This design comes from an exercise in tuning for small area and a short achievable clock period on the open sky130 flow, not from production work.
RTL that was checked went through simulation tests only; none was proved equivalent to the original.
The RTL of run 2 was laid out without a check of its function.
Power is estimated from default activity; no workload was simulated.

## flow/design.v (module list and top-level ports; edited modules follow where they fit)
// module fpga_top: 959 lines
module fpga_top (clk, rstn, addr, we, dx, dw, dt, out);
  // ...
==> flow/flow/run.sh <==
#!/bin/bash
# The standard layout with three changes:
#  1. after the standard synthesis, invpush.py flips full adders (and xor/xnor
#     gates) to remove most inverters between them (same function, same registers);
#  2. the port buffers are sky130_fd_sc_hd__buf_1;
#  3. timing repair aims at a shorter period (SETUP_SLACK_MARGIN);
#  4. clock tree of clkbuf_8 without dummy loads.
set -euo pipefail
MARGIN=${MARGIN:-7}
bash standard.sh synth > flow_synth.log 2>&1
R=orfs/results/sky130hd/fpga_top/base
cp $R/1_2_yosys.v $R/1_2_yosys.standard.v
python3 flow/invpush.py $R/1_2_yosys.standard.v $R/1_2_yosys.v > flow_invpush.log 2>&1
rm -f $R/1_synth.odb $R/1_synth.sdc
bash standard.sh "BUFFER_PORTS_ARGS=-buffer_cell sky130_fd_sc_hd__buf_1" SETUP_SLACK_MARGIN=$MARGIN "CTS_ARGS=-sink_clustering_enable -repair_clock_nets -dont_use_dummy_load -buf_list sky130_fd_sc_hd__clkbuf_8 -sink_clustering_size 18 -sink_clustering_max_diameter 70" finish > flow_layout.log 2>&1
==> flow/flow/invpush.py <==
#!/usr/bin/env python3
"""Rewrite a mapped Yosys netlist so that fewer inverters sit between full adders.

A full adder is self-dual: FA(~a,~b,~c) = (~sum, ~cout).  So any sky130 fa cell may be
"flipped": it then computes the complement of its old outputs from the complement of its
old inputs.  This script chooses which full adders to flip so that the fewest signals need
an inverter, removes every inverter of the netlist and adds back one inverter per signal
that still needs its complement.  Registers, ports and all other cells are untouched.

usage: invpush.py IN.v OUT.v
"""
import re, sys, random

src = open(sys.argv[1]).read()
inst_re = re.compile(r'^  (sky130_fd_sc_hd__\w+) (\S+)\s*\((.*?)\n  \);\n', re.S | re.M)
pin_re = re.compile(r'\.(\w+)\(([^()]*?)\)')

insts = []
for m in inst_re.finditer(src):
    typ, name, body = m.group(1), m.group(2), m.group(3)
    pins = [(p, n.strip()) for p, n in pin_re.findall(body)]
    insts.append(dict(typ=typ, name=name, pins=pins, span=m.span()))

OUTPINS = {'X', 'Y', 'Q', 'Q_N', 'SUM', 'COUT', 'HI', 'LO'}
def is_inv(t): return re.fullmatch(r'sky130_fd_sc_hd__(clk)?inv_\d+', t) is not None
def is_fa(t): return re.fullmatch(r'sky130_fd_sc_hd__fa_\d+', t) is not None
def is_x(t): return re.fullmatch(r'sky130_fd_sc_hd__x(n)?or2_\d+', t) is not None
def is_flip(t): return is_fa(t) or is_x(t)

# output ports
outports = set()
for m in re.finditer(r'^\s*output\s+(\[[^\]]*\]\s*)?(\w+);', src, re.M):
    outports.add(m.group(2))
def base(n):
    return re.sub(r'\s*\[\d+\]\s*$', '', n).lstrip('\\').strip()

driver = {}
for i, c in enumerate(insts):
    for p, n in c['pins']:
        if p in OUTPINS:
            driver[n] = (i, p)

inv_of = {}  # net driven by an inverter -> its input net
for c in insts:
    if is_inv(c['typ']):
        d = dict(c['pins'])
        inv_of[d['Y']] = d['A']
# an inverter driving a port stays; keep it simple: refuse
for y in inv_of:
    if base(y) in outports:
        sys.exit('inverter drives an output port: ' + y)

def root(n):
    q = 0
    while n in inv_of:
        n = inv_of[n]; q ^= 1
    return n, q

fas = [i for i, c in enumerate(insts) if is_flip(c['typ'])]
faidx = {i: k for k, i in enumerate(fas)}
x = [0] * len(fas)

# loads: (root, q, fa_k or None)
loads = {}
for i, c in enumerate(insts):
    if is_inv(c['typ']):
        continue
    for p, n in c['pins']:
        if p in OUTPINS or n == '' or n.startswith("1'") or n == 'clk':
            continue
        r, q = root(n)
        loads.setdefault(r, []).append((q, faidx.get(i) if is_fa(c['typ']) else None, i, p))
# output port nets driven through inverters: none (checked)

def drvflip(r):
    d = driver.get(r)
    if d is not None and d[0] in faidx:
        return faidx[d[0]]
    return None

roots = list(loads)
rdrv = {r: drvflip(r) for r in roots}
# roots touching each fa
touch = [[] for _ in fas]
for r in roots:
    s = set()
    if rdrv[r] is not None: s.add(rdrv[r])
    for q, k, i, p in loads[r]:
        if k is not None: s.add(k)
    for k in s: touch[k].append(r)

def cost_root(r):
    d = rdrv[r]
    dp = x[d] if d is not None else 0
    for q, k, i, p in loads[r]:
        e = x[k] if k is not None else 0
        if q ^ e ^ dp:
            return 1
    return 0

def total():
    return sum(cost_root(r) for r in roots)

before = sum(1 for c in insts if is_inv(c['typ']))
best = total()
random.seed(1)
import math
cur = best
bestx = list(x)
T = 2.0
n = len(fas)
iters = 400000
for it in range(iters):
    T = 2.0 * (1 - it / iters) + 0.01
    k = random.randrange(n)
    old = sum(cost_root(r) for r in touch[k])
    x[k] ^= 1
    new = sum(cost_root(r) for r in touch[k])
    dlt = new - old
    if dlt <= 0 or random.random() < math.exp(-dlt / T):
        cur += dlt
        if cur < best:
            best = cur; bestx = list(x)
    else:
        x[k] ^= 1
x[:] = bestx
after = total()

# rewrite
out = []
pos = 0
newinv = []
need = {r for r in roots if cost_root(r)}
invnet = {r: f'_invp{j}_' for j, r in enumerate(sorted(need))}
repl = {}
newc = {}
for i, c in enumerate(insts):
    if is_inv(c['typ']):
        repl[i] = ''
        continue
    changed = False
    pins = []
    for p, n in c['pins']:
        if p in OUTPINS or n == '' or n.startswith("1'") or n == 'clk':
            pins.append((p, n)); continue
        r, q = root(n)
        d = rdrv[r]
        dp = x[d] if d is not None else 0
        e = x[faidx[i]] if (i in faidx and is_fa(c['typ'])) else 0
        nn = invnet[r] if (q ^ e ^ dp) else r
        pins.append((p, nn))
    typ = c['typ']
    if is_x(typ) and x[faidx[i]]:
        # xor2 drives X, xnor2 drives Y
        if 'xnor2' in typ:
            typ = typ.replace('xnor2', 'xor2'); pins = [('X' if p == 'Y' else p, n) for p, n in pins]
        else:
            typ = typ.replace('xor2', 'xnor2'); pins = [('Y' if p == 'X' else p, n) for p, n in pins]
    newc[i] = (typ, pins)
# Full adders are symmetric in A, B and CIN, and CIN is their fastest input:
# give each full adder's latest-arriving input to CIN and the earliest to A.
ndrv = {}
for i, (typ, pins) in newc.items():
    for p, n in pins:
        if p in OUTPINS:
            ndrv[n] = (i, p)
for r in need:
    ndrv[invnet[r]] = ('inv', r)
DLY = {'SUM': 0.5, 'COUT': 0.42}
arr = {}
sys.setrecursionlimit(100000)
def arrival(n):
    if n in arr:
        return arr[n]
    arr[n] = 0.0
    d = ndrv.get(n)
    if d is None:
        a = 0.0
    elif d[0] == 'inv':
        a = arrival(d[1]) + 0.06
    else:
        typ, pins = newc[d[0]]
        if re.search(r'__(e?df|sdf|dl)', typ):
            a = 0.0
        else:
            ins = [arrival(m) for p, m in pins if p not in OUTPINS and m and not m.startswith("1'") and m != 'clk']
            a = (max(ins) if ins else 0.0) + DLY.get(d[1], 0.25)
    arr[n] = a
    return a
nswap = 0
for i, (typ, pins) in newc.items():
    if is_fa(typ):
        pd = dict(pins)
        ins = sorted([pd['A'], pd['B'], pd['CIN']], key=arrival)
        if ins != [pd['A'], pd['B'], pd['CIN']]:
            nswap += 1
        pd['A'], pd['B'], pd['CIN'] = ins
        pins = [(p, pd[p]) for p, n in pins]
    body = ',\n'.join(f'    .{p}({n} )' if n.startswith('\\') else f'    .{p}({n})' for p, n in pins)
    repl[i] = f"  {typ} {insts[i]['name']} (\n{body}\n  );\n"
print(f'invpush: {nswap} full adders had their inputs reordered', file=sys.stderr)
for r in sorted(need):
    newinv.append(f"  sky130_fd_sc_hd__inv_1 {invnet[r]}cell (\n    .A({r + ' ' if r.startswith(chr(92)) else r}),\n    .Y({invnet[r]})\n  );\n")
for i, c in enumerate(insts):
    a, b = c['span']
    out.append(src[pos:a]); out.append(repl[i]); pos = b
rest = src[pos:]
k = rest.rfind('endmodule')
rest = rest[:k] + ''.join(newinv) + rest[k:]
out.append(rest)
text = ''.join(out)
# declare the new wires
decl = ''.join(f'  wire {invnet[r]};\n' for r in sorted(need))
text = re.sub(r'(\n  output out;\n  wire out;\n)', lambda m: m.group(1) + decl, text, count=1) if decl else text
assert all(f'wire {invnet[r]};' in text for r in need)
open(sys.argv[2], 'w').write(text)
print(f'invpush: {len(fas)} full adders and xors, {sum(x)} flipped; inverters {before} -> {len(need)}', file=sys.stderr)
==> flow/standard.sh <==
#!/bin/bash
# synth_recipe.tcl (not shown) runs the flow's synth.tcl, then flattens the netlist and writes it again
# the make line also repeats each setting of config.mk as NAME=value (left out here)
make -C /OpenROAD-flow-scripts/flow DESIGN_CONFIG=/design/flow/config.mk WORK_HOME=/design/flow/orfs CLKGATE_MAP_FILE= SYNTH_SCRIPT=/design/flow/synth_recipe.tcl "${@:-finish}"
==> flow/config.mk <==
export PLATFORM = sky130hd
export DESIGN_NAME = fpga_top
export DESIGN_NICKNAME = fpga_top
export VERILOG_FILES = /design/flow/design.v
export SDC_FILE = /design/flow/constraint.sdc
export NUM_CORES = 4
export LEC_CHECK = 0
export CAP_MARGIN = 20
export CORE_MARGIN = 2
export CORE_UTILIZATION = 40
export SLEW_MARGIN = 20
export TNS_END_PERCENT = 5
==> flow/constraint.sdc <==
create_clock -name core_clock -period 10.0 [get_ports {clk}]
set_input_delay 2.0000 -clock core_clock [delete_from_list [all_inputs] [get_ports {clk}]]
set_output_delay 2.0000 -clock core_clock [all_outputs]
set_load 0.01 [all_outputs]
==> summary.md, run 1 <==
| Metric | Value |
|---|---|
| Outcome | `complete, no violations` |
| Final hold violation count | `0` |
| RSZ-0062 raised after global routing | `true` |
| Rows | `83` |
| Met3 WL | `around 4 mm` |
| CTS clock-pin slew for the worst setup and hold paths | `~0.10 ns` |
| Max FO, Critical Path | `16` |
| Sequential group power | `2.52 mW` |
| Final Setup Violations | `0` |
| Area post-placement | `around 24000 um2` |
| Worst vdd ir | `between 300 and 400 uV` |
| Fin. max-slew vios | `0` |
| Pin count of the biggest net entering global routing | `52` |
| Non-CTS buffers | `~550` |
| Multi-input combinational area share | `0.426` |
| Syn avg cell area | `approximately 15 um2` |
| Core Footprint | `a little over 50000 um2` |
| Top power group | `combinational cells` |
| M2 GR Usage | `0.388` |
| Clock tree buffer depth | `3` |
| Register share of the cell area | `0.426` |
| Htree depth | `1` |
| Final cell count without fillers | `2619` |
| Tapcells | `slightly below 700` |
| GR Overflow Total | `0` |
| Sequential share of power | `0.318` |
| Buffer share of cell area | `0.0888` |
| Clock-cell share of area | `0.0160` |
| Clk Latency, worst-skew pair | `0.65 ns` |
| Met1 Wirelength | `between 20 and 25 mm` |
| Clkbuf count | `28` |
| M3 GR Usage | `0.0524` |
| Crit Reg-Reg Endpoint | `p2[5]$_DFF_P_` |
==> module fpga_top, before the edit <==
module fpga_top (clk, rstn, addr, we, dx, dw, dt, out);
  input clk;
  input we;
  input [255:0] dx;
  input [255:0] dw;
  input [15:0] dt;
  input [2:0] addr;
  input rstn;
  output out;
  wire [255:0] mm = dx ^ dw;
  wire s1, c2;
  wire s3, c4;
  wire s5, c6;
  wire s7, c8;
  wire s9, c10;
  wire s11, c12;
  wire s13, c14;
  wire s15, c16;
  wire s17, c18;
  wire s19, c20;
  wire s21, c22;
  wire s23, c24;
  wire s25, c26;
  wire s27, c28;
  wire s29, c30;
  wire s31, c32;
  wire s33, c34;
  wire s35, c36;
  wire s37, c38;
  wire s39, c40;
  wire s41, c42;
  wire s43, c44;
  wire s45, c46;
  wire s47, c48;
  wire s49, c50;
  wire s51, c52;
  wire s53, c54;
  wire s55, c56;
  wire s57, c58;
  wire s59, c60;
  wire s61, c62;
  wire s63, c64;
  wire s65, c66;
  wire s67, c68;
  wire s69, c70;
  wire s71, c72;
  wire s73, c74;
  wire s75, c76;
  wire s77, c78;
  wire s79, c80;
  wire s81, c82;
  wire s83, c84;
  wire s85, c86;
  wire s87, c88;
  wire s89, c90;
  wire s91, c92;
  wire s93, c94;
  wire s95, c96;
  wire s97, c98;
  wire s99, c100;
  wire s101, c102;
  wire s103, c104;
  wire s105, c106;
  wire s107, c108;
  wire s109, c110;
  wire s111, c112;
  wire s113, c114;
  wire s115, c116;
  wire s117, c118;
  wire s119, c120;
  wire s121, c122;
  wire s123, c124;
  wire s125, c126;
  wire s127, c128;
  wire s129, c130;
  wire s131, c132;
  wire s133, c134;
  wire s135, c136;
  wire s137, c138;
  wire s139, c140;
  wire s141, c142;
  wire s143, c144;
  wire s145, c146;
  wire s147, c148;
  wire s149, c150;
  wire s151, c152;
  wire s153, c154;
  wire s155, c156;
  wire s157, c158;
  wire s159, c160;
  wire s161, c162;
  wire s163, c164;
  wire s165, c166;
  wire s167, c168;
  wire s169, c170;
  wire s171, c172;
  wire s173, c174;
  wire s175, c176;
  wire s177, c178;
  wire s179, c180;
  wire s181, c182;
  wire s183, c184;
  wire s185, c186;
  wire s187, c188;
  wire s189, c190;
  wire s191, c192;
  wire s193, c194;
  wire s195, c196;
  wire s197, c198;
  wire s199, c200;
  wire s201, c202;
  wire s203, c204;
  wire s205, c206;
  wire s207, c208;
  wire s209, c210;
  wire s211, c212;
  wire s213, c214;
  wire s215, c216;
  wire s217, c218;
  wire s219, c220;
  wire s221, c222;
  wire s223, c224;
  wire s225, c226;
  wire s227, c228;
  wire s229, c230;
  wire s231, c232;
  wire s233, c234;
  wire s235, c236;
  wire s237, c238;
  wire s239, c240;
  wire s241, c242;
  wire s243, c244;
  wire s245, c246;
  wire s247, c248;
  wire s249, c250;
  wire s251, c252;
  wire s253, c254;
  wire s255, c256;
  wire s257, c258;
  wire s259, c260;
  wire s261, c262;
  wire s263, c264;
  wire s265, c266;
  wire s267, c268;
  wire s269, c270;
  wire s271, c272;
  wire s273, c274;
  wire s275, c276;
  wire s277, c278;
  wire s279, c280;
  wire s281, c282;
  wire s283, c284;
  reg [114:0] p1;
  wire s285, c286;
  wire s287, c288;
  wire s289, c290;
  wire s291, c292;
  wire s293, c294;
  wire s295, c296;
  wire s297, c298;
  wire s299, c300;
  wire s301, c302;
  wire s303, c304;
  wire s305, c306;
  wire s307, c308;
  wire s309, c310;
  wire s311, c312;
  wire s313, c314;
  wire s315, c316;
  wire s317, c318;
  wire s319, c320;
  wire s321, c322;
  wire s323, c324;
  wire s325, c326;
  wire s327, c328;
  wire s329, c330;
  wire s331, c332;
  wire s333, c334;
  wire s335, c336;
  wire s337, c338;
  wire s339, c340;
  wire s341, c342;
  wire s343, c344;
  wire s345, c346;
  wire s347, c348;
  wire s349, c350;
  wire s351, c352;
  wire s353, c354;
  wire s355, c356;
  wire s357, c358;
  wire s359, c360;
  wire s361, c362;
  wire s363, c364;
  wire s365, c366;
  wire s367, c368;
  wire s369, c370;
  wire s371, c372;
  wire s373, c374;
  wire s375, c376;
  wire s377, c378;
  wire s379, c380;
  wire s381, c382;
  wire s383, c384;
  wire s385, c386;
  wire s387, c388;
  wire s389, c390;
  wire s391, c392;
  wire s393, c394;
  wire s395, c396;
  wire s397, c398;
  wire s399, c400;
  wire s401, c402;
  wire s403, c404;
  wire s405, c406;
  wire s407, c408;
  wire s409, c410;
  wire s411, c412;
  wire s413, c414;
  wire s415, c416;
  wire s417, c418;
  wire s419, c420;
  wire s421, c422;
  wire s423, c424;
  wire s425, c426;
  wire s427, c428;
  wire s429, c430;
  wire s431, c432;
  wire s433, c434;
  wire s435, c436;
  wire s437, c438;
  wire s439, c440;
  wire s441, c442;
  wire s443, c444;
  wire s445, c446;
  wire s447, c448;
  wire s449, c450;
  wire s451, c452;
  wire s453, c454;
  wire s455, c456;
  wire s457, c458;
  wire s459, c460;
  wire s461, c462;
  wire s463, c464;
  wire s465, c466;
  wire s467, c468;
  wire s469, c470;
  wire s471, c472;
  wire s473, c474;
  wire s475, c476;
  wire s477, c478;
  wire s479, c480;
  wire s481, c482;
  wire s483, c484;
  wire s485, c486;
  reg [19:0] p2;
  wire s487, c488;
  wire s489, c490;
  wire s491, c492;
  wire s493, c494;
  wire s495, c496;
  wire s497, c498;
  wire s499, c500;
  wire s501, c502;
  reg [8:0] p3;
  reg wv1; reg [2:0] wa1;
  reg wv2; reg [2:0] wa2;
  reg wv3; reg [2:0] wa3;
  assign s1 = mm[0] ^ mm[1] ^ mm[2];
  assign c2 = (mm[0] & mm[1]) | (mm[0] & mm[2]) | (mm[1] & mm[2]);
  assign s3 = mm[3] ^ mm[4] ^ mm[5];
  assign c4 = (mm[3] & mm[4]) | (mm[3] & mm[5]) | (mm[4] & mm[5]);
  assign s5 = mm[6] ^ mm[7] ^ mm[8];
  assign c6 = (mm[6] & mm[7]) | (mm[6] & mm[8]) | (mm[7] & mm[8]);
  assign s7 = mm[9] ^ mm[10] ^ mm[11];
  assign c8 = (mm[9] & mm[10]) | (mm[9] & mm[11]) | (mm[10] & mm[11]);
  assign s9 = mm[12] ^ mm[13] ^ mm[14];
  assign c10 = (mm[12] & mm[13]) | (mm[12] & mm[14]) | (mm[13] & mm[14]);
  assign s11 = mm[15] ^ mm[16] ^ mm[17];
  assign c12 = (mm[15] & mm[16]) | (mm[15] & mm[17]) | (mm[16] & mm[17]);
  assign s13 = mm[18] ^ mm[19] ^ mm[20];
  assign c14 = (mm[18] & mm[19]) | (mm[18] & mm[20]) | (mm[19] & mm[20]);
  assign s15 = mm[21] ^ mm[22] ^ mm[23];
  assign c16 = (mm[21] & mm[22]) | (mm[21] & mm[23]) | (mm[22] & mm[23]);
  assign s17 = mm[24] ^ mm[25] ^ mm[26];
  assign c18 = (mm[24] & mm[25]) | (mm[24] & mm[26]) | (mm[25] & mm[26]);
  assign s19 = mm[27] ^ mm[28] ^ mm[29];
  assign c20 = (mm[27] & mm[28]) | (mm[27] & mm[29]) | (mm[28] & mm[29]);
  assign s21 = mm[30] ^ mm[31] ^ mm[32];
  assign c22 = (mm[30] & mm[31]) | (mm[30] & mm[32]) | (mm[31] & mm[32]);
  assign s23 = mm[33] ^ mm[34] ^ mm[35];
  assign c24 = (mm[33] & mm[34]) | (mm[33] & mm[35]) | (mm[34] & mm[35]);
  assign s25 = mm[36] ^ mm[37] ^ mm[38];
  assign c26 = (mm[36] & mm[37]) | (mm[36] & mm[38]) | (mm[37] & mm[38]);
  assign s27 = mm[39] ^ mm[40] ^ mm[41];
  assign c28 = (mm[39] & mm[40]) | (mm[39] & mm[41]) | (mm[40] & mm[41]);
  assign s29 = mm[42] ^ mm[43] ^ mm[44];
  assign c30 = (mm[42] & mm[43]) | (mm[42] & mm[44]) | (mm[43] & mm[44]);
  assign s31 = mm[45] ^ mm[46] ^ mm[47];
  assign c32 = (mm[45] & mm[46]) | (mm[45] & mm[47]) | (mm[46] & mm[47]);
  assign s33 = mm[48] ^ mm[49] ^ mm[50];
  assign c34 = (mm[48] & mm[49]) | (mm[48] & mm[50]) | (mm[49] & mm[50]);
  assign s35 = mm[51] ^ mm[52] ^ mm[53];
  assign c36 = (mm[51] & mm[52]) | (mm[51] & mm[53]) | (mm[52] & mm[53]);
  assign s37 = mm[54] ^ mm[55] ^ mm[56];
  assign c38 = (mm[54] & mm[55]) | (mm[54] & mm[56]) | (mm[55] & mm[56]);
  assign s39 = mm[57] ^ mm[58] ^ mm[59];
  assign c40 = (mm[57] & mm[58]) | (mm[57] & mm[59]) | (mm[58] & mm[59]);
  assign s41 = mm[60] ^ mm[61] ^ mm[62];
  assign c42 = (mm[60] & mm[61]) | (mm[60] & mm[62]) | (mm[61] & mm[62]);
  assign s43 = mm[63] ^ mm[64] ^ mm[65];
  assign c44 = (mm[63] & mm[64]) | (mm[63] & mm[65]) | (mm[64] & mm[65]);
  assign s45 = mm[66] ^ mm[67] ^ mm[68];
  assign c46 = (mm[66] & mm[67]) | (mm[66] & mm[68]) | (mm[67] & mm[68]);
  assign s47 = mm[69] ^ mm[70] ^ mm[71];
  assign c48 = (mm[69] & mm[70]) | (mm[69] & mm[71]) | (mm[70] & mm[71]);
  assign s49 = mm[72] ^ mm[73] ^ mm[74];
  assign c50 = (mm[72] & mm[73]) | (mm[72] & mm[74]) | (mm[73] & mm[74]);
  assign s51 = mm[75] ^ mm[76] ^ mm[77];
  assign c52 = (mm[75] & mm[76]) | (mm[75] & mm[77]) | (mm[76] & mm[77]);
  assign s53 = mm[78] ^ mm[79] ^ mm[80];
  assign c54 = (mm[78] & mm[79]) | (mm[78] & mm[80]) | (mm[79] & mm[80]);
  assign s55 = mm[81] ^ mm[82] ^ mm[83];
  assign c56 = (mm[81] & mm[82]) | (mm[81] & mm[83]) | (mm[82] & mm[83]);
  assign s57 = mm[84] ^ mm[85] ^ mm[86];
  assign c58 = (mm[84] & mm[85]) | (mm[84] & mm[86]) | (mm[85] & mm[86]);
  assign s59 = mm[87] ^ mm[88] ^ mm[89];
  assign c60 = (mm[87] & mm[88]) | (mm[87] & mm[89]) | (mm[88] & mm[89]);
  assign s61 = mm[90] ^ mm[91] ^ mm[92];
  assign c62 = (mm[90] & mm[91]) | (mm[90] & mm[92]) | (mm[91] & mm[92]);
  assign s63 = mm[93] ^ mm[94] ^ mm[95];
  assign c64 = (mm[93] & mm[94]) | (mm[93] & mm[95]) | (mm[94] & mm[95]);
  assign s65 = mm[96] ^ mm[97] ^ mm[98];
  assign c66 = (mm[96] & mm[97]) | (mm[96] & mm[98]) | (mm[97] & mm[98]);
  assign s67 = mm[99] ^ mm[100] ^ mm[101];
  assign c68 = (mm[99] & mm[100]) | (mm[99] & mm[101]) | (mm[100] & mm[101]);
  assign s69 = mm[102] ^ mm[103] ^ mm[104];
  assign c70 = (mm[102] & mm[103]) | (mm[102] & mm[104]) | (mm[103] & mm[104]);
  assign s71 = mm[105] ^ mm[106] ^ mm[107];
  assign c72 = (mm[105] & mm[106]) | (mm[105] & mm[107]) | (mm[106] & mm[107]);
  assign s73 = mm[108] ^ mm[109] ^ mm[110];
  assign c74 = (mm[108] & mm[109]) | (mm[108] & mm[110]) | (mm[109] & mm[110]);
  assign s75 = mm[111] ^ mm[112] ^ mm[113];
  assign c76 = (mm[111] & mm[112]) | (mm[111] & mm[113]) | (mm[112] & mm[113]);
  assign s77 = mm[114] ^ mm[115] ^ mm[116];
  assign c78 = (mm[114] & mm[115]) | (mm[114] & mm[116]) | (mm[115] & mm[116]);
  assign s79 = mm[117] ^ mm[118] ^ mm[119];
  assign c80 = (mm[117] & mm[118]) | (mm[117] & mm[119]) | (mm[118] & mm[119]);
  assign s81 = mm[120] ^ mm[121] ^ mm[122];
  assign c82 = (mm[120] & mm[121]) | (mm[120] & mm[122]) | (mm[121] & mm[122]);
  assign s83 = mm[123] ^ mm[124] ^ mm[125];
  assign c84 = (mm[123] & mm[124]) | (mm[123] & mm[125]) | (mm[124] & mm[125]);
  assign s85 = mm[126] ^ mm[127] ^ mm[128];
  assign c86 = (mm[126] & mm[127]) | (mm[126] & mm[128]) | (mm[127] & mm[128]);
  assign s87 = mm[129] ^ mm[130] ^ mm[131];
  assign c88 = (mm[129] & mm[130]) | (mm[129] & mm[131]) | (mm[130] & mm[131]);
  assign s89 = mm[132] ^ mm[133] ^ mm[134];
  assign c90 = (mm[132] & mm[133]) | (mm[132] & mm[134]) | (mm[133] & mm[134]);
  assign s91 = mm[135] ^ mm[136] ^ mm[137];
  assign c92 = (mm[135] & mm[136]) | (mm[135] & mm[137]) | (mm[136] & mm[137]);
  assign s93 = mm[138] ^ mm[139] ^ mm[140];
  assign c94 = (mm[138] & mm[139]) | (mm[138] & mm[140]) | (mm[139] & mm[140]);
  assign s95 = mm[141] ^ mm[142] ^ mm[143];
  assign c96 = (mm[141] & mm[142]) | (mm[141] & mm[143]) | (mm[142] & mm[143]);
  assign s97 = mm[144] ^ mm[145] ^ mm[146];
  assign c98 = (mm[144] & mm[145]) | (mm[144] & mm[146]) | (mm[145] & mm[146]);
  assign s99 = mm[147] ^ mm[148] ^ mm[149];
  assign c100 = (mm[147] & mm[148]) | (mm[147] & mm[149]) | (mm[148] & mm[149]);
  assign s101 = mm[150] ^ mm[151] ^ mm[152];
  assign c102 = (mm[150] & mm[151]) | (mm[150] & mm[152]) | (mm[151] & mm[152]);
  assign s103 = mm[153] ^ mm[154] ^ mm[155];
  assign c104 = (mm[153] & mm[154]) | (mm[153] & mm[155]) | (mm[154] & mm[155]);
  assign s105 = mm[156] ^ mm[157] ^ mm[158];
  assign c106 = (mm[156] & mm[157]) | (mm[156] & mm[158]) | (mm[157] & mm[158]);
  assign s107 = mm[159] ^ mm[160] ^ mm[161];
  assign c108 = (mm[159] & mm[160]) | (mm[159] & mm[161]) | (mm[160] & mm[161]);
  assign s109 = mm[162] ^ mm[163] ^ mm[164];
  assign c110 = (mm[162] & mm[163]) | (mm[162] & mm[164]) | (mm[163] & mm[164]);
  assign s111 = mm[165] ^ mm[166] ^ mm[167];
  assign c112 = (mm[165] & mm[166]) | (mm[165] & mm[167]) | (mm[166] & mm[167]);
  assign s113 = mm[168] ^ mm[169] ^ mm[170];
  assign c114 = (mm[168] & mm[169]) | (mm[168] & mm[170]) | (mm[169] & mm[170]);
  assign s115 = mm[171] ^ mm[172] ^ mm[173];
  assign c116 = (mm[171] & mm[172]) | (mm[171] & mm[173]) | (mm[172] & mm[173]);
  assign s117 = mm[174] ^ mm[175] ^ mm[176];
  assign c118 = (mm[174] & mm[175]) | (mm[174] & mm[176]) | (mm[175] & mm[176]);
  assign s119 = mm[177] ^ mm[178] ^ mm[179];
  assign c120 = (mm[177] & mm[178]) | (mm[177] & mm[179]) | (mm[178] & mm[179]);
  assign s121 = mm[180] ^ mm[181] ^ mm[182];
  assign c122 = (mm[180] & mm[181]) | (mm[180] & mm[182]) | (mm[181] & mm[182]);
  assign s123 = mm[183] ^ mm[184] ^ mm[185];
  assign c124 = (mm[183] & mm[184]) | (mm[183] & mm[185]) | (mm[184] & mm[185]);
  assign s125 = mm[186] ^ mm[187] ^ mm[188];
  assign c126 = (mm[186] & mm[187]) | (mm[186] & mm[188]) | (mm[187] & mm[188]);
  assign s127 = mm[189] ^ mm[190] ^ mm[191];
  assign c128 = (mm[189] & mm[190]) | (mm[189] & mm[191]) | (mm[190] & mm[191]);
  assign s129 = mm[192] ^ mm[193] ^ mm[194];
  assign c130 = (mm[192] & mm[193]) | (mm[192] & mm[194]) | (mm[193] & mm[194]);
  assign s131 = mm[195] ^ mm[196] ^ mm[197];
  assign c132 = (mm[195] & mm[196]) | (mm[195] & mm[197]) | (mm[196] & mm[197]);
  assign s133 = mm[198] ^ mm[199] ^ mm[200];
  assign c134 = (mm[198] & mm[199]) | (mm[198] & mm[200]) | (mm[199] & mm[200]);
  assign s135 = mm[201] ^ mm[202] ^ mm[203];
  assign c136 = (mm[201] & mm[202]) | (mm[201] & mm[203]) | (mm[202] & mm[203]);
  assign s137 = mm[204] ^ mm[205] ^ mm[206];
  assign c138 = (mm[204] & mm[205]) | (mm[204] & mm[206]) | (mm[205] & mm[206]);
  assign s139 = mm[207] ^ mm[208] ^ mm[209];
  assign c140 = (mm[207] & mm[208]) | (mm[207] & mm[209]) | (mm[208] & mm[209]);
  assign s141 = mm[210] ^ mm[211] ^ mm[212];
  assign c142 = (mm[210] & mm[211]) | (mm[210] & mm[212]) | (mm[211] & mm[212]);
  assign s143 = mm[213] ^ mm[214] ^ mm[215];
  assign c144 = (mm[213] & mm[214]) | (mm[213] & mm[215]) | (mm[214] & mm[215]);
  assign s145 = mm[216] ^ mm[217] ^ mm[218];
  assign c146 = (mm[216] & mm[217]) | (mm[216] & mm[218]) | (mm[217] & mm[218]);
  assign s147 = mm[219] ^ mm[220] ^ mm[221];
  assign c148 = (mm[219] & mm[220]) | (mm[219] & mm[221]) | (mm[220] & mm[221]);
  assign s149 = mm[222] ^ mm[223] ^ mm[224];
  assign c150 = (mm[222] & mm[223]) | (mm[222] & mm[224]) | (mm[223] & mm[224]);
  assign s151 = mm[225] ^ mm[226] ^ mm[227];
  assign c152 = (mm[225] & mm[226]) | (mm[225] & mm[227]) | (mm[226] & mm[227]);
  assign s153 = mm[228] ^ mm[229] ^ mm[230];
  assign c154 = (mm[228] & mm[229]) | (mm[228] & mm[230]) | (mm[229] & mm[230]);
  assign s155 = mm[231] ^ mm[232] ^ mm[233];
  assign c156 = (mm[231] & mm[232]) | (mm[231] & mm[233]) | (mm[232] & mm[233]);
  assign s157 = mm[234] ^ mm[235] ^ mm[236];
  assign c158 = (mm[234] & mm[235]) | (mm[234] & mm[236]) | (mm[235] & mm[236]);
  assign s159 = mm[237] ^ mm[238] ^ mm[239];
  assign c160 = (mm[237] & mm[238]) | (mm[237] & mm[239]) | (mm[238] & mm[239]);
  assign s161 = mm[240] ^ mm[241] ^ mm[242];
  assign c162 = (mm[240] & mm[241]) | (mm[240] & mm[242]) | (mm[241] & mm[242]);
  assign s163 = mm[243] ^ mm[244] ^ mm[245];
  assign c164 = (mm[243] & mm[244]) | (mm[243] & mm[245]) | (mm[244] & mm[245]);
  assign s165 = mm[246] ^ mm[247] ^ mm[248];
  assign c166 = (mm[246] & mm[247]) | (mm[246] & mm[248]) | (mm[247] & mm[248]);
  assign s167 = mm[249] ^ mm[250] ^ mm[251];
  assign c168 = (mm[249] & mm[250]) | (mm[249] & mm[251]) | (mm[250] & mm[251]);
  assign s169 = mm[252] ^ mm[253] ^ mm[254];
  assign c170 = (mm[252] & mm[253]) | (mm[252] & mm[254]) | (mm[253] & mm[254]);
  assign s171 = s1 ^ s3 ^ s5;
  assign c172 = (s1 & s3) | (s1 & s5) | (s3 & s5);
  assign s173 = s7 ^ s9 ^ s11;
  assign c174 = (s7 & s9) | (s7 & s11) | (s9 & s11);
  assign s175 = s13 ^ s15 ^ s17;
  assign c176 = (s13 & s15) | (s13 & s17) | (s15 & s17);
  assign s177 = s19 ^ s21 ^ s23;
  assign c178 = (s19 & s21) | (s19 & s23) | (s21 & s23);
  assign s179 = s25 ^ s27 ^ s29;
  assign c180 = (s25 & s27) | (s25 & s29) | (s27 & s29);
  assign s181 = s31 ^ s33 ^ s35;
  assign c182 = (s31 & s33) | (s31 & s35) | (s33 & s35);
  assign s183 = s37 ^ s39 ^ s41;
  assign c184 = (s37 & s39) | (s37 & s41) | (s39 & s41);
  assign s185 = s43 ^ s45 ^ s47;
  assign c186 = (s43 & s45) | (s43 & s47) | (s45 & s47);
  assign s187 = s49 ^ s51 ^ s53;
  assign c188 = (s49 & s51) | (s49 & s53) | (s51 & s53);
  assign s189 = s55 ^ s57 ^ s59;
  assign c190 = (s55 & s57) | (s55 & s59) | (s57 & s59);
  assign s191 = s61 ^ s63 ^ s65;
  assign c192 = (s61 & s63) | (s61 & s65) | (s63 & s65);
  assign s193 = s67 ^ s69 ^ s71;
  assign c194 = (s67 & s69) | (s67 & s71) | (s69 & s71);
  assign s195 = s73 ^ s75 ^ s77;
  assign c196 = (s73 & s75) | (s73 & s77) | (s75 & s77);
  assign s197 = s79 ^ s81 ^ s83;
  assign c198 = (s79 & s81) | (s79 & s83) | (s81 & s83);
  assign s199 = s85 ^ s87 ^ s89;
  assign c200 = (s85 & s87) | (s85 & s89) | (s87 & s89);
  assign s201 = s91 ^ s93 ^ s95;
  assign c202 = (s91 & s93) | (s91 & s95) | (s93 & s95);
  assign s203 = s97 ^ s99 ^ s101;
  assign c204 = (s97 & s99) | (s97 & s101) | (s99 & s101);
  assign s205 = s103 ^ s105 ^ s107;
  assign c206 = (s103 & s105) | (s103 & s107) | (s105 & s107);
  assign s207 = s109 ^ s111 ^ s113;
  assign c208 = (s109 & s111) | (s109 & s113) | (s111 & s113);
  assign s209 = s115 ^ s117 ^ s119;
  assign c210 = (s115 & s117) | (s115 & s119) | (s117 & s119);
  assign s211 = s121 ^ s123 ^ s125;
  assign c212 = (s121 & s123) | (s121 & s125) | (s123 & s125);
  assign s213 = s127 ^ s129 ^ s131;
  assign c214 = (s127 & s129) | (s127 & s131) | (s129 & s131);
  assign s215 = s133 ^ s135 ^ s137;
  assign c216 = (s133 & s135) | (s133 & s137) | (s135 & s137);
  assign s217 = s139 ^ s141 ^ s143;
  assign c218 = (s139 & s141) | (s139 & s143) | (s141 & s143);
  assign s219 = s145 ^ s147 ^ s149;
  assign c220 = (s145 & s147) | (s145 & s149) | (s147 & s149);
  assign s221 = s151 ^ s153 ^ s155;
  assign c222 = (s151 & s153) | (s151 & s155) | (s153 & s155);
  assign s223 = s157 ^ s159 ^ s161;
  assign c224 = (s157 & s159) | (s157 & s161) | (s159 & s161);
  assign s225 = s163 ^ s165 ^ s167;
  assign c226 = (s163 & s165) | (s163 & s167) | (s165 & s167);
  assign s227 = s169 ^ mm[255];
  assign c228 = s169 & mm[255];
  assign s229 = c2 ^ c4 ^ c6;
  assign c230 = (c2 & c4) | (c2 & c6) | (c4 & c6);
  assign s231 = c8 ^ c10 ^ c12;
  assign c232 = (c8 & c10) | (c8 & c12) | (c10 & c12);
  assign s233 = c14 ^ c16 ^ c18;
  assign c234 = (c14 & c16) | (c14 & c18) | (c16 & c18);
  assign s235 = c20 ^ c22 ^ c24;
  assign c236 = (c20 & c22) | (c20 & c24) | (c22 & c24);
  assign s237 = c26 ^ c28 ^ c30;
  assign c238 = (c26 & c28) | (c26 & c30) | (c28 & c30);
  assign s239 = c32 ^ c34 ^ c36;
  assign c240 = (c32 & c34) | (c32 & c36) | (c34 & c36);
  assign s241 = c38 ^ c40 ^ c42;
  assign c242 = (c38 & c40) | (c38 & c42) | (c40 & c42);
  assign s243 = c44 ^ c46 ^ c48;
  assign c244 = (c44 & c46) | (c44 & c48) | (c46 & c48);
  assign s245 = c50 ^ c52 ^ c54;
  assign c246 = (c50 & c52) | (c50 & c54) | (c52 & c54);
  assign s247 = c56 ^ c58 ^ c60;
  assign c248 = (c56 & c58) | (c56 & c60) | (c58 & c60);
  assign s249 = c62 ^ c64 ^ c66;
  assign c250 = (c62 & c64) | (c62 & c66) | (c64 & c66);
  assign s251 = c68 ^ c70 ^ c72;
  assign c252 = (c68 & c70) | (c68 & c72) | (c70 & c72);
  assign s253 = c74 ^ c76 ^ c78;
  assign c254 = (c74 & c76) | (c74 & c78) | (c76 & c78);
  assign s255 = c80 ^ c82 ^ c84;
  assign c256 = (c80 & c82) | (c80 & c84) | (c82 & c84);
  assign s257 = c86 ^ c88 ^ c90;
  assign c258 = (c86 & c88) | (c86 & c90) | (c88 & c90);
  assign s259 = c92 ^ c94 ^ c96;
  assign c260 = (c92 & c94) | (c92 & c96) | (c94 & c96);
  assign s261 = c98 ^ c100 ^ c102;
  assign c262 = (c98 & c100) | (c98 & c102) | (c100 & c102);
  assign s263 = c104 ^ c106 ^ c108;
  assign c264 = (c104 & c106) | (c104 & c108) | (c106 & c108);
  assign s265 = c110 ^ c112 ^ c114;
  assign c266 = (c110 & c112) | (c110 & c114) | (c112 & c114);
  assign s267 = c116 ^ c118 ^ c120;
  assign c268 = (c116 & c118) | (c116 & c120) | (c118 & c120);
  assign s269 = c122 ^ c124 ^ c126;
  assign c270 = (c122 & c124) | (c122 & c126) | (c124 & c126);
  assign s271 = c128 ^ c130 ^ c132;
  assign c272 = (c128 & c130) | (c128 & c132) | (c130 & c132);
  assign s273 = c134 ^ c136 ^ c138;
  assign c274 = (c134 & c136) | (c134 & c138) | (c136 & c138);
  assign s275 = c140 ^ c142 ^ c144;
  assign c276 = (c140 & c142) | (c140 & c144) | (c142 & c144);
  assign s277 = c146 ^ c148 ^ c150;
  assign c278 = (c146 & c148) | (c146 & c150) | (c148 & c150);
  assign s279 = c152 ^ c154 ^ c156;
  assign c280 = (c152 & c154) | (c152 & c156) | (c154 & c156);
  assign s281 = c158 ^ c160 ^ c162;
  assign c282 = (c158 & c160) | (c158 & c162) | (c160 & c162);
  assign s283 = c164 ^ c166 ^ c168;
  assign c284 = (c164 & c166) | (c164 & c168) | (c166 & c168);
  assign s285 = p1[0] ^ p1[1] ^ p1[2];
  assign c286 = (p1[0] & p1[1]) | (p1[0] & p1[2]) | (p1[1] & p1[2]);
  assign s287 = p1[3] ^ p1[4] ^ p1[5];
  assign c288 = (p1[3] & p1[4]) | (p1[3] & p1[5]) | (p1[4] & p1[5]);
  assign s289 = p1[6] ^ p1[7] ^ p1[8];
  assign c290 = (p1[6] & p1[7]) | (p1[6] & p1[8]) | (p1[7] & p1[8]);
  assign s291 = p1[9] ^ p1[10] ^ p1[11];
  assign c292 = (p1[9] & p1[10]) | (p1[9] & p1[11]) | (p1[10] & p1[11]);
  assign s293 = p1[12] ^ p1[13] ^ p1[14];
  assign c294 = (p1[12] & p1[13]) | (p1[12] & p1[14]) | (p1[13] & p1[14]);
  assign s295 = p1[15] ^ p1[16] ^ p1[17];
  assign c296 = (p1[15] & p1[16]) | (p1[15] & p1[17]) | (p1[16] & p1[17]);
  assign s297 = p1[18] ^ p1[19] ^ p1[20];
  assign c298 = (p1[18] & p1[19]) | (p1[18] & p1[20]) | (p1[19] & p1[20]);
  assign s299 = p1[21] ^ p1[22] ^ p1[23];
  assign c300 = (p1[21] & p1[22]) | (p1[21] & p1[23]) | (p1[22] & p1[23]);
  assign s301 = p1[24] ^ p1[25] ^ p1[26];
  assign c302 = (p1[24] & p1[25]) | (p1[24] & p1[26]) | (p1[25] & p1[26]);
  assign s303 = p1[27] ^ p1[28];
  assign c304 = p1[27] & p1[28];
  assign s305 = p1[29] ^ p1[30] ^ p1[31];
  assign c306 = (p1[29] & p1[30]) | (p1[29] & p1[31]) | (p1[30] & p1[31]);
  assign s307 = p1[32] ^ p1[33] ^ p1[34];
  assign c308 = (p1[32] & p1[33]) | (p1[32] & p1[34]) | (p1[33] & p1[34]);
  assign s309 = p1[35] ^ p1[36] ^ p1[37];
  assign c310 = (p1[35] & p1[36]) | (p1[35] & p1[37]) | (p1[36] & p1[37]);
  assign s311 = p1[38] ^ p1[39] ^ p1[40];
  assign c312 = (p1[38] & p1[39]) | (p1[38] & p1[40]) | (p1[39] & p1[40]);
  assign s313 = p1[41] ^ p1[42] ^ p1[43];
  assign c314 = (p1[41] & p1[42]) | (p1[41] & p1[43]) | (p1[42] & p1[43]);
  assign s315 = p1[44] ^ p1[45] ^ p1[46];
  assign c316 = (p1[44] & p1[45]) | (p1[44] & p1[46]) | (p1[45] & p1[46]);
  assign s317 = p1[47] ^ p1[48] ^ p1[49];
  assign c318 = (p1[47] & p1[48]) | (p1[47] & p1[49]) | (p1[48] & p1[49]);
  assign s319 = p1[50] ^ p1[51] ^ p1[52];
  assign c320 = (p1[50] & p1[51]) | (p1[50] & p1[52]) | (p1[51] & p1[52]);
  assign s321 = p1[53] ^ p1[54] ^ p1[55];
  assign c322 = (p1[53] & p1[54]) | (p1[53] & p1[55]) | (p1[54] & p1[55]);
  assign s323 = p1[56] ^ p1[57] ^ p1[58];
  assign c324 = (p1[56] & p1[57]) | (p1[56] & p1[58]) | (p1[57] & p1[58]);
  assign s325 = p1[59] ^ p1[60] ^ p1[61];
  assign c326 = (p1[59] & p1[60]) | (p1[59] & p1[61]) | (p1[60] & p1[61]);
  assign s327 = p1[62] ^ p1[63] ^ p1[64];
  assign c328 = (p1[62] & p1[63]) | (p1[62] & p1[64]) | (p1[63] & p1[64]);
  assign s329 = p1[65] ^ p1[66] ^ p1[67];
  assign c330 = (p1[65] & p1[66]) | (p1[65] & p1[67]) | (p1[66] & p1[67]);
  assign s331 = p1[68] ^ p1[69] ^ p1[70];
  assign c332 = (p1[68] & p1[69]) | (p1[68] & p1[70]) | (p1[69] & p1[70]);
  assign s333 = p1[71] ^ p1[72] ^ p1[73];
  assign c334 = (p1[71] & p1[72]) | (p1[71] & p1[73]) | (p1[72] & p1[73]);
  assign s335 = p1[74] ^ p1[75] ^ p1[76];
  assign c336 = (p1[74] & p1[75]) | (p1[74] & p1[76]) | (p1[75] & p1[76]);
  assign s337 = p1[77] ^ p1[78] ^ p1[79];
  assign c338 = (p1[77] & p1[78]) | (p1[77] & p1[79]) | (p1[78] & p1[79]);
  assign s339 = p1[80] ^ p1[81] ^ p1[82];
  assign c340 = (p1[80] & p1[81]) | (p1[80] & p1[82]) | (p1[81] & p1[82]);
  assign s341 = p1[83] ^ p1[84] ^ p1[85];
  assign c342 = (p1[83] & p1[84]) | (p1[83] & p1[85]) | (p1[84] & p1[85]);
  assign s343 = p1[87] ^ p1[88] ^ p1[89];
  assign c344 = (p1[87] & p1[88]) | (p1[87] & p1[89]) | (p1[88] & p1[89]);
  assign s345 = p1[90] ^ p1[91] ^ p1[92];
  assign c346 = (p1[90] & p1[91]) | (p1[90] & p1[92]) | (p1[91] & p1[92]);
  assign s347 = p1[93] ^ p1[94] ^ p1[95];
  assign c348 = (p1[93] & p1[94]) | (p1[93] & p1[95]) | (p1[94] & p1[95]);
  assign s349 = p1[96] ^ p1[97] ^ p1[98];
  assign c350 = (p1[96] & p1[97]) | (p1[96] & p1[98]) | (p1[97] & p1[98]);
  assign s351 = p1[99] ^ p1[100] ^ p1[101];
  assign c352 = (p1[99] & p1[100]) | (p1[99] & p1[101]) | (p1[100] & p1[101]);
  assign s353 = p1[102] ^ p1[103] ^ p1[104];
  assign c354 = (p1[102] & p1[103]) | (p1[102] & p1[104]) | (p1[103] & p1[104]);
  assign s355 = p1[105] ^ p1[106] ^ p1[107];
  assign c356 = (p1[105] & p1[106]) | (p1[105] & p1[107]) | (p1[106] & p1[107]);
  assign s357 = p1[108] ^ p1[109] ^ p1[110];
  assign c358 = (p1[108] & p1[109]) | (p1[108] & p1[110]) | (p1[109] & p1[110]);
  assign s359 = p1[111] ^ p1[112] ^ p1[113];
  assign c360 = (p1[111] & p1[112]) | (p1[111] & p1[113]) | (p1[112] & p1[113]);
  assign s361 = s285 ^ s287 ^ s289;
  assign c362 = (s285 & s287) | (s285 & s289) | (s287 & s289);
  assign s363 = s291 ^ s293 ^ s295;
  assign c364 = (s291 & s293) | (s291 & s295) | (s293 & s295);
  assign s365 = s297 ^ s299 ^ s301;
  assign c366 = (s297 & s299) | (s297 & s301) | (s299 & s301);
  assign s367 = c286 ^ c288 ^ c290;
  assign c368 = (c286 & c288) | (c286 & c290) | (c288 & c290);
  assign s369 = c292 ^ c294 ^ c296;
  assign c370 = (c292 & c294) | (c292 & c296) | (c294 & c296);
  assign s371 = c298 ^ c300 ^ c302;
  assign c372 = (c298 & c300) | (c298 & c302) | (c300 & c302);
  assign s373 = c304 ^ s305 ^ s307;
  assign c374 = (c304 & s305) | (c304 & s307) | (s305 & s307);
  assign s375 = s309 ^ s311 ^ s313;
  assign c376 = (s309 & s311) | (s309 & s313) | (s311 & s313);
  assign s377 = s315 ^ s317 ^ s319;
  assign c378 = (s315 & s317) | (s315 & s319) | (s317 & s319);
  assign s379 = s321 ^ s323 ^ s325;
  assign c380 = (s321 & s323) | (s321 & s325) | (s323 & s325);
  assign s381 = s327 ^ s329 ^ s331;
  assign c382 = (s327 & s329) | (s327 & s331) | (s329 & s331);
  assign s383 = s333 ^ s335 ^ s337;
  assign c384 = (s333 & s335) | (s333 & s337) | (s335 & s337);
  assign s385 = s339 ^ s341 ^ p1[86];
  assign c386 = (s339 & s341) | (s339 & p1[86]) | (s341 & p1[86]);
  assign s387 = c306 ^ c308 ^ c310;
  assign c388 = (c306 & c308) | (c306 & c310) | (c308 & c310);
  assign s389 = c312 ^ c314 ^ c316;
  assign c390 = (c312 & c314) | (c312 & c316) | (c314 & c316);
  assign s391 = c318 ^ c320 ^ c322;
  assign c392 = (c318 & c320) | (c318 & c322) | (c320 & c322);
  assign s393 = c324 ^ c326 ^ c328;
  assign c394 = (c324 & c326) | (c324 & c328) | (c326 & c328);
  assign s395 = c330 ^ c332 ^ c334;
  assign c396 = (c330 & c332) | (c330 & c334) | (c332 & c334);
  assign s397 = c336 ^ c338 ^ c340;
  assign c398 = (c336 & c338) | (c336 & c340) | (c338 & c340);
  assign s399 = c342 ^ s343 ^ s345;
  assign c400 = (c342 & s343) | (c342 & s345) | (s343 & s345);
  assign s401 = s347 ^ s349 ^ s351;
  assign c402 = (s347 & s349) | (s347 & s351) | (s349 & s351);
  assign s403 = s353 ^ s355 ^ s357;
  assign c404 = (s353 & s355) | (s353 & s357) | (s355 & s357);
  assign s405 = s359 ^ p1[114];
  assign c406 = s359 & p1[114];
  assign s407 = c344 ^ c346 ^ c348;
  assign c408 = (c344 & c346) | (c344 & c348) | (c346 & c348);
  assign s409 = c350 ^ c352 ^ c354;
  assign c410 = (c350 & c352) | (c350 & c354) | (c352 & c354);
  assign s411 = c356 ^ c358 ^ c360;
  assign c412 = (c356 & c358) | (c356 & c360) | (c358 & c360);
  assign s413 = s361 ^ s363 ^ s365;
  assign c414 = (s361 & s363) | (s361 & s365) | (s363 & s365);
  assign s415 = c362 ^ c364 ^ c366;
  assign c416 = (c362 & c364) | (c362 & c366) | (c364 & c366);
  assign s417 = s367 ^ s369 ^ s371;
  assign c418 = (s367 & s369) | (s367 & s371) | (s369 & s371);
  assign s419 = s373 ^ s375 ^ s377;
  assign c420 = (s373 & s375) | (s373 & s377) | (s375 & s377);
  assign s421 = s379 ^ s381 ^ s383;
  assign c422 = (s379 & s381) | (s379 & s383) | (s381 & s383);
  assign s423 = c368 ^ c370 ^ c372;
  assign c424 = (c368 & c370) | (c368 & c372) | (c370 & c372);
  assign s425 = c374 ^ c376 ^ c378;
  assign c426 = (c374 & c376) | (c374 & c378) | (c376 & c378);
  assign s427 = c380 ^ c382 ^ c384;
  assign c428 = (c380 & c382) | (c380 & c384) | (c382 & c384);
  assign s429 = c386 ^ s387 ^ s389;
  assign c430 = (c386 & s387) | (c386 & s389) | (s387 & s389);
  assign s431 = s391 ^ s393 ^ s395;
  assign c432 = (s391 & s393) | (s391 & s395) | (s393 & s395);
  assign s433 = s397 ^ s399 ^ s401;
  assign c434 = (s397 & s399) | (s397 & s401) | (s399 & s401);
  assign s435 = s403 ^ s405;
  assign c436 = s403 & s405;
  assign s437 = c388 ^ c390 ^ c392;
  assign c438 = (c388 & c390) | (c388 & c392) | (c390 & c392);
  assign s439 = c394 ^ c396 ^ c398;
  assign c440 = (c394 & c396) | (c394 & c398) | (c396 & c398);
  assign s441 = c400 ^ c402 ^ c404;
  assign c442 = (c400 & c402) | (c400 & c404) | (c402 & c404);
  assign s443 = c406 ^ s407 ^ s409;
  assign c444 = (c406 & s407) | (c406 & s409) | (s407 & s409);
  assign s445 = c408 ^ c410 ^ c412;
  assign c446 = (c408 & c410) | (c408 & c412) | (c410 & c412);
  assign s447 = c414 ^ s415 ^ s417;
  assign c448 = (c414 & s415) | (c414 & s417) | (s415 & s417);
  assign s449 = s419 ^ s421 ^ s385;
  assign c450 = (s419 & s421) | (s419 & s385) | (s421 & s385);
  assign s451 = c416 ^ c418 ^ c420;
  assign c452 = (c416 & c418) | (c416 & c420) | (c418 & c420);
  assign s453 = c422 ^ s423 ^ s425;
  assign c454 = (c422 & s423) | (c422 & s425) | (s423 & s425);
  assign s455 = s427 ^ s429 ^ s431;
  assign c456 = (s427 & s429) | (s427 & s431) | (s429 & s431);
  assign s457 = s433 ^ s435;
  assign c458 = s433 & s435;
  assign s459 = c424 ^ c426 ^ c428;
  assign c460 = (c424 & c426) | (c424 & c428) | (c426 & c428);
  assign s461 = c430 ^ c432 ^ c434;
  assign c462 = (c430 & c432) | (c430 & c434) | (c432 & c434);
  assign s463 = c436 ^ s437 ^ s439;
  assign c464 = (c436 & s437) | (c436 & s439) | (s437 & s439);
  assign s465 = s441 ^ s443 ^ s411;
  assign c466 = (s441 & s443) | (s441 & s411) | (s443 & s411);
  assign s467 = c438 ^ c440 ^ c442;
  assign c468 = (c438 & c440) | (c438 & c442) | (c440 & c442);
  assign s469 = c444 ^ s445;
  assign c470 = c444 & s445;
  assign s471 = c448 ^ c450 ^ s451;
  assign c472 = (c448 & c450) | (c448 & s451) | (c450 & s451);
  assign s473 = s453 ^ s455 ^ s457;
  assign c474 = (s453 & s455) | (s453 & s457) | (s455 & s457);
  assign s475 = c452 ^ c454 ^ c456;
  assign c476 = (c452 & c454) | (c452 & c456) | (c454 & c456);
  assign s477 = c458 ^ s459 ^ s461;
  assign c478 = (c458 & s459) | (c458 & s461) | (s459 & s461);
  assign s479 = s463 ^ s465;
  assign c480 = s463 & s465;
  assign s481 = c460 ^ c462 ^ c464;
  assign c482 = (c460 & c462) | (c460 & c464) | (c462 & c464);
  assign s483 = c466 ^ s467 ^ s469;
  assign c484 = (c466 & s467) | (c466 & s469) | (s467 & s469);
  assign s485 = c468 ^ c470 ^ c446;
  assign c486 = (c468 & c470) | (c468 & c446) | (c470 & c446);
  assign s487 = p2[6] ^ p2[7] ^ p2[8];
  assign c488 = (p2[6] & p2[7]) | (p2[6] & p2[8]) | (p2[7] & p2[8]);
  assign s489 = p2[9] ^ p2[10];
  assign c490 = p2[9] & p2[10];
  assign s491 = p2[11] ^ p2[12] ^ p2[13];
  assign c492 = (p2[11] & p2[12]) | (p2[11] & p2[13]) | (p2[12] & p2[13]);
  assign s493 = p2[14] ^ p2[15];
  assign c494 = p2[14] & p2[15];
  assign s495 = p2[16] ^ p2[17] ^ p2[18];
  assign c496 = (p2[16] & p2[17]) | (p2[16] & p2[18]) | (p2[17] & p2[18]);
  assign s497 = c488 ^ c490 ^ s491;
  assign c498 = (c488 & c490) | (c488 & s491) | (c490 & s491);
  assign s499 = c492 ^ c494 ^ s495;
  assign c500 = (c492 & c494) | (c492 & s495) | (c494 & s495);
  assign s501 = c500 ^ c496 ^ p2[19];
  assign c502 = (c500 & c496) | (c500 & p2[19]) | (c496 & p2[19]);
  wire [7:0] ra = {c502, s501, c498, s497, s487, p2[4], p2[2], p2[0]};
  wire [7:0] rb = {1'b0, 1'b0, s499, s493, s489, p2[5], p2[3], p2[1]};
  wire [8:0] mcount = ra + rb;
  wire [8:0] pc = 9'd256 - mcount;
  always @(posedge clk) begin
    p1[0] <= s171;
    p1[1] <= s173;
    p1[2] <= s175;
    p1[3] <= s177;
    p1[4] <= s179;
    p1[5] <= s181;
    p1[6] <= s183;
    p1[7] <= s185;
    p1[8] <= s187;
    p1[9] <= s189;
    p1[10] <= s191;
    p1[11] <= s193;
    p1[12] <= s195;
    p1[13] <= s197;
    p1[14] <= s199;
    p1[15] <= s201;
    p1[16] <= s203;
    p1[17] <= s205;
    p1[18] <= s207;
    p1[19] <= s209;
    p1[20] <= s211;
    p1[21] <= s213;
    p1[22] <= s215;
    p1[23] <= s217;
    p1[24] <= s219;
    p1[25] <= s221;
    p1[26] <= s223;
    p1[27] <= s225;
    p1[28] <= s227;
    p1[29] <= c172;
    p1[30] <= c174;
    p1[31] <= c176;
    p1[32] <= c178;
    p1[33] <= c180;
    p1[34] <= c182;
    p1[35] <= c184;
    p1[36] <= c186;
    p1[37] <= c188;
    p1[38] <= c190;
    p1[39] <= c192;
    p1[40] <= c194;
    p1[41] <= c196;
    p1[42] <= c198;
    p1[43] <= c200;
    p1[44] <= c202;
    p1[45] <= c204;
    p1[46] <= c206;
    p1[47] <= c208;
    p1[48] <= c210;
    p1[49] <= c212;
    p1[50] <= c214;
    p1[51] <= c216;
    p1[52] <= c218;
    p1[53] <= c220;
    p1[54] <= c222;
    p1[55] <= c224;
    p1[56] <= c226;
    p1[57] <= c228;
    p1[58] <= s229;
    p1[59] <= s231;
    p1[60] <= s233;
    p1[61] <= s235;
    p1[62] <= s237;
    p1[63] <= s239;
    p1[64] <= s241;
    p1[65] <= s243;
    p1[66] <= s245;
    p1[67] <= s247;
    p1[68] <= s249;
    p1[69] <= s251;
    p1[70] <= s253;
    p1[71] <= s255;
    p1[72] <= s257;
    p1[73] <= s259;
    p1[74] <= s261;
    p1[75] <= s263;
    p1[76] <= s265;
    p1[77] <= s267;
    p1[78] <= s269;
    p1[79] <= s271;
    p1[80] <= s273;
    p1[81] <= s275;
    p1[82] <= s277;
    p1[83] <= s279;
    p1[84] <= s281;
    p1[85] <= s283;
    p1[86] <= c170;
    p1[87] <= c230;
    p1[88] <= c232;
    p1[89] <= c234;
    p1[90] <= c236;
    p1[91] <= c238;
    p1[92] <= c240;
    p1[93] <= c242;
    p1[94] <= c244;
    p1[95] <= c246;
    p1[96] <= c248;
    p1[97] <= c250;
    p1[98] <= c252;
    p1[99] <= c254;
    p1[100] <= c256;
    p1[101] <= c258;
    p1[102] <= c260;
    p1[103] <= c262;
    p1[104] <= c264;
    p1[105] <= c266;
    p1[106] <= c268;
    p1[107] <= c270;
    p1[108] <= c272;
    p1[109] <= c274;
    p1[110] <= c276;
    p1[111] <= c278;
    p1[112] <= c280;
    p1[113] <= c282;
    p1[114] <= c284;
    p2[0] <= s413;
    p2[1] <= s303;
    p2[2] <= s447;
    p2[3] <= s449;
    p2[4] <= s471;
    p2[5] <= s473;
    p2[6] <= c472;
    p2[7] <= c474;
    p2[8] <= s475;
    p2[9] <= s477;
    p2[10] <= s479;
    p2[11] <= c476;
    p2[12] <= c478;
    p2[13] <= c480;
    p2[14] <= s481;
    p2[15] <= s483;
    p2[16] <= c482;
    p2[17] <= c484;
    p2[18] <= s485;
    p2[19] <= c486;
    p3 <= pc;
    wv1 <= we; wa1 <= addr;
    wv2 <= wv1; wa2 <= wa1;
    wv3 <= wv2; wa3 <= wa2;
  end
  reg [8:0]  pmem [0:7];
  reg [15:0] tmem [0:7];
  always @(posedge clk) begin
    if (we) tmem[addr] <= dt;
    if (wv3) pmem[wa3] <= p3;
  end
  reg [7:0] Roh;             
  reg [15:0] tsel;
  reg [8:0] psel;
  integer i;
  always @(*) begin
    tsel = 16'd0;
    psel = 9'd0;
    for (i = 0; i < 8; i = i + 1) begin
      tsel = tsel | (tmem[i] & {16{Roh[i]}});
      psel = psel | (pmem[i] & {9{Roh[i]}});
    end
  end
  reg fresh;
  reg [8:0] XPp;
  reg [15:0] XPt;
  reg [15:0] Sn;
  reg outr;
  wire [15:0] XRt = fresh ? tsel : XPt;
  reg XPpend;
  wire hitP = wv2 && Roh[wa2];
  wire hitF = wv3 && Roh[wa3];
  wire [8:0] XPe = XPpend ? p3 : XPp;
  wire [8:0] XRp = fresh ? (hitF ? p3 : psel) : XPe;
  always @(posedge clk) XPpend <= fresh && hitP;
  always @(posedge clk) begin
    if (!we) Roh <= 8'd1 << addr;
    fresh <= ~we;
    XPp <= XRp;
    XPt <= XRt;
    if (rstn) begin
      Sn <= 16'd0;
      outr <= 1'b0;
    end else begin
      Sn <= Sn + {7'd0, XPe};
      outr <= Sn > XRt;
    end
  end
  assign out = outr;
endmodule
==> inputs of run 2 (changes only) <==
--- a/flow/design.v
+++ b/flow/design.v
@@ -264,2 +264,3 @@
   reg [8:0] p3;
+  reg [15:0] wt1;
   reg wv1; reg [2:0] wa1;
@@ -910,3 +911,3 @@
     p3 <= pc;
-    wv1 <= we; wa1 <= addr;
+    wv1 <= we; wa1 <= addr; wt1 <= dt;
     wv2 <= wv1; wa2 <= wa1;
@@ -917,3 +918,3 @@
   always @(posedge clk) begin
-    if (we) tmem[addr] <= dt;
+    if (wv1) tmem[wa1] <= wt1;
     if (wv3) pmem[wa3] <= p3;
--- a/flow/config.mk
+++ b/flow/config.mk
@@ -11,2 +11 @@
 export SLEW_MARGIN = 20
-export TNS_END_PERCENT = 5
==> summary.md, run 2 <==
| Metric | Value |
|---|---|
| Core Footprint | `52200 um2 (+2.0%)` |
| Max FO, Critical Path | `1 (-15)` |
| Relative slew slack | `0.250` |
| Rows | `84 (+1.2%)` |
| Reg2Reg Depth | `5` |
| Vias post-DR | `about 13000` |
| GR Overflow Total | `0 (unchanged)` |
| Clock buffer count from CTS | `34` |
| Hpwl dp | `approximately 52 mm` |
| Number of global-route vias before repair | `about 14000` |
| Hold Buf Count CTS | `0` |
| Hold Crit Class | `reg -> reg` |
| Critical Path End Type | `output port` |
| Min cycle time layout | `3.04 ns` |
| Worst Path Arrival | `between 1 and 1.5 ns` |
| Routed len/inst | `roughly 24 um` |
| Clk Latency, worst-skew pair | `0.62 ns (-0.03 ns)` |
| Pin count of the biggest net entering global routing | `52 (unchanged)` |
| Area growth syn-to-layout | `18.1%` |
| # Max-Cap Violations | `0` |
| Htree depth | `2 (+1)` |
| Clock tree buffer depth | `3 (unchanged)` |
| TritonCTS clock tree | `yes` |
| Largest stage delay, worst path | `around 0.31 ns` |
| Met1 Wirelength | `24.6 mm (+0.92%)` |
| Hold Path End | `wv3$_DFF_P_` |
| Top sig layer | `met5` |
| Power, Total | `around 8.3 mW` |
| Fmax | `between 300 and 400 MHz` |
| Fin. max-slew vios | `0 (unchanged)` |
| Die Span Y | `233 um` |
| Reg2reg setup slack | `7.05 ns` |
| Syn avg cell area | `15.0 um2 (+0.70%)` |
| CTS clock-pin slew for the worst setup and hold paths | `0.10 ns (about the same)` |
| Synth Cell Area | `roughly 21000 um2` |
| Commonest cells after routing, fill and taps aside | `525 x buf_1, 232 x xor2_1, 211 x dfxtp_1, 211 x fa_1, 208 x edfxtp_1` |
| Buffers added on ports | `around 530` |
| Hold Crit Depth | `0` |
| Commonest non-fill, non-tap cell in the layout | `buf_1` |
| Worst EP required | `8.00 ns` |
| Max FFs per register | `approximately 130` |
| Final cell count without fillers | `2654 (+1.3%)` |
| Worst path bufs/invs | `1` |
| Initial Util | `0.403` |
| Met3 WL | `5.09 mm (+28%)` |
| Top Ports | `around 540` |
| GRT Util Overall | `0.233` |
| Worst vdd ir | `482 uV (+28%)` |
| Tcrit/Tclk final | `0.304` |
| Setup CP Type | `reg -> out` |
| Reg2reg start | `p1[67]$_DFF_P_` |
| Final hold violation count | `0 (unchanged)` |
| Final Setup Violations | `0 (unchanged)` |
| Largest delay share family, worst path | `flip-flops` |
| Root Driver | `clkbuf_8` |
| Sink Count | `~420` |
| Die ar. | `about 54000 um2` |
| First-pass GRT wire length | `89.1 mm` |
| Crit Reg-Reg Endpoint | `p2[5]$_DFF_P_` |
| Skew final | `0.0818 ns` |
| Pre-Repair DR Iteration Count | `5` |
| Startpoint of the worst hold path | `wv2$_DFF_P_` |
| Top flop regs | `tmem (128), p1 (115), pmem (72)` |
| Final setup margin | `around 7.0 ns` |
| Metal2 WL | `between 30 and 40 mm` |
| Die Wd | `around 230 um` |
| Fin Setup TNS | `0 ns` |
| DR iter-0 viols | `720` |
| RSZ-0062 raised after global routing | `true` |
| Layout cell share with drive strength beyond 1 | `0.0804` |
| Synth Instances | `between 1000 and 1500` |
| Vias per Instance | `just under 5` |
| Post-place setup slack | `around 6.3 ns` |
| Leakage | `a little over 9 nW` |
| Initial antenna violation count | `25` |
| Largest register by flop count | `tmem` |
| Placed cell count | `about 2600` |
| Synth warn | `1` |
| # fillers | `between 4000 and 5000` |
| Worst Tran Pin Value | `about 1.1 ns` |
| Outcome | `complete, no violations` |
| Final wirelength | `between 60 and 70 mm` |
| ANT nets after route | `0` |
| GP Congestion | `about 0.9` |
| CP max-delay cell | `dfxtp_1` |
| DRC | `0` |
| Pwr dens | `333 nW/um2` |
| Nets | `2780` |
| Crit-path cells | `buf_2` |
| Levels on crit path | `1` |
| Syn nets | `around 2200` |
| Startpoint types | `flop` |
run 2: area by class of cell:
cell class / count / area [um2] / share of cell area
diodes: 13 / 32.5 / 0.00131
clock buffers: 34 / 468 / 0.0188
inverters: 36 / 135 / 0.00544
multi-input cells: 908 / 10600 / 0.426
flip-flops and latches: 424 / 10600 / 0.426
well taps: 688 / 861 / 0.0347
repair buffers: 551 / 2190 / 0.0880
run 2: worst max-delay path by stage:
stage | start | endpoint
final | outr$_SDFF_PP0_ | out
after global routing | outr$_SDFF_PP0_ | out
after CTS | outr$_SDFF_PP0_ | out
after detailed placement | dx[244] | p1[27]$_DFF_P_
after global placement | dx[249] | p1[27]$_DFF_P_
after floorplan | dw[0] | p1[0]$_DFF_P_
run 2: report_power, final:
part / leakage, nW / internal, mW / switching, mW
registers: 3.71 / 2.37 / 0.256
logic: 5.21 / 2.28 / 2.52
clock network: 0.245 / 0.307 / 0.530
total: 9.17 / 4.96 / 3.30
run 2: timing repair:
action,4_1_cts,5_1_grt
endpoints found under the setup margin,9,13
resized for setup,15,31
setup buffers,5,0
pin swaps,1,7
run 2: metrics by stage:
step,hold WS (ns),cell area [um2],utilization
after floorplan,0.331,21300,-
after CTS,0.365,24700,0.473
after detailed placement,0.347,24200,0.462
final,0.367,24800,0.476
after global placement,0.362,24100,0.462
after global routing,0.368,24800,0.475
run 2: routing by layer:
layer  vias to the layer above  GRT usage
li1                       5927          -
met4                        26     0.0904
met2                       429      0.382
met3                       110     0.0706
met5                         -          0
met1                      6567      0.289

port drivers added, routing unchanged:
The results above use ideal ports. As a check the final layouts listed here were re-extracted and re-timed, cells and wires unchanged. Step 1 assumes that a clkbuf_16 drives the clock port and a buf_2 every other input. Step 2 adds t to the input delays and takes it off the output delays; t is the mean of the earliest and latest rising clock arrival at the registers after step 1. Input paths then give back, and output paths get back, about the clock's delay inside the block. Slacks: no drivers / after step 1 / after step 2; pairs: no drivers / after step 1.
run	t (ns)	slack for setup (ns)	hold WS [ns]
run 1	0.658	6.817 / 6.830 / 6.172	0.394 / 0.394 / 0.394
run 2	0.626	6.960 / 6.914 / 6.384	0.367 / 0.367 / 0.367
After both steps every run listed still meets setup and hold. For run 1, which loses most, drivers alone change the setup slack by +0.013 ns; drivers and shift together by -0.645 ns.
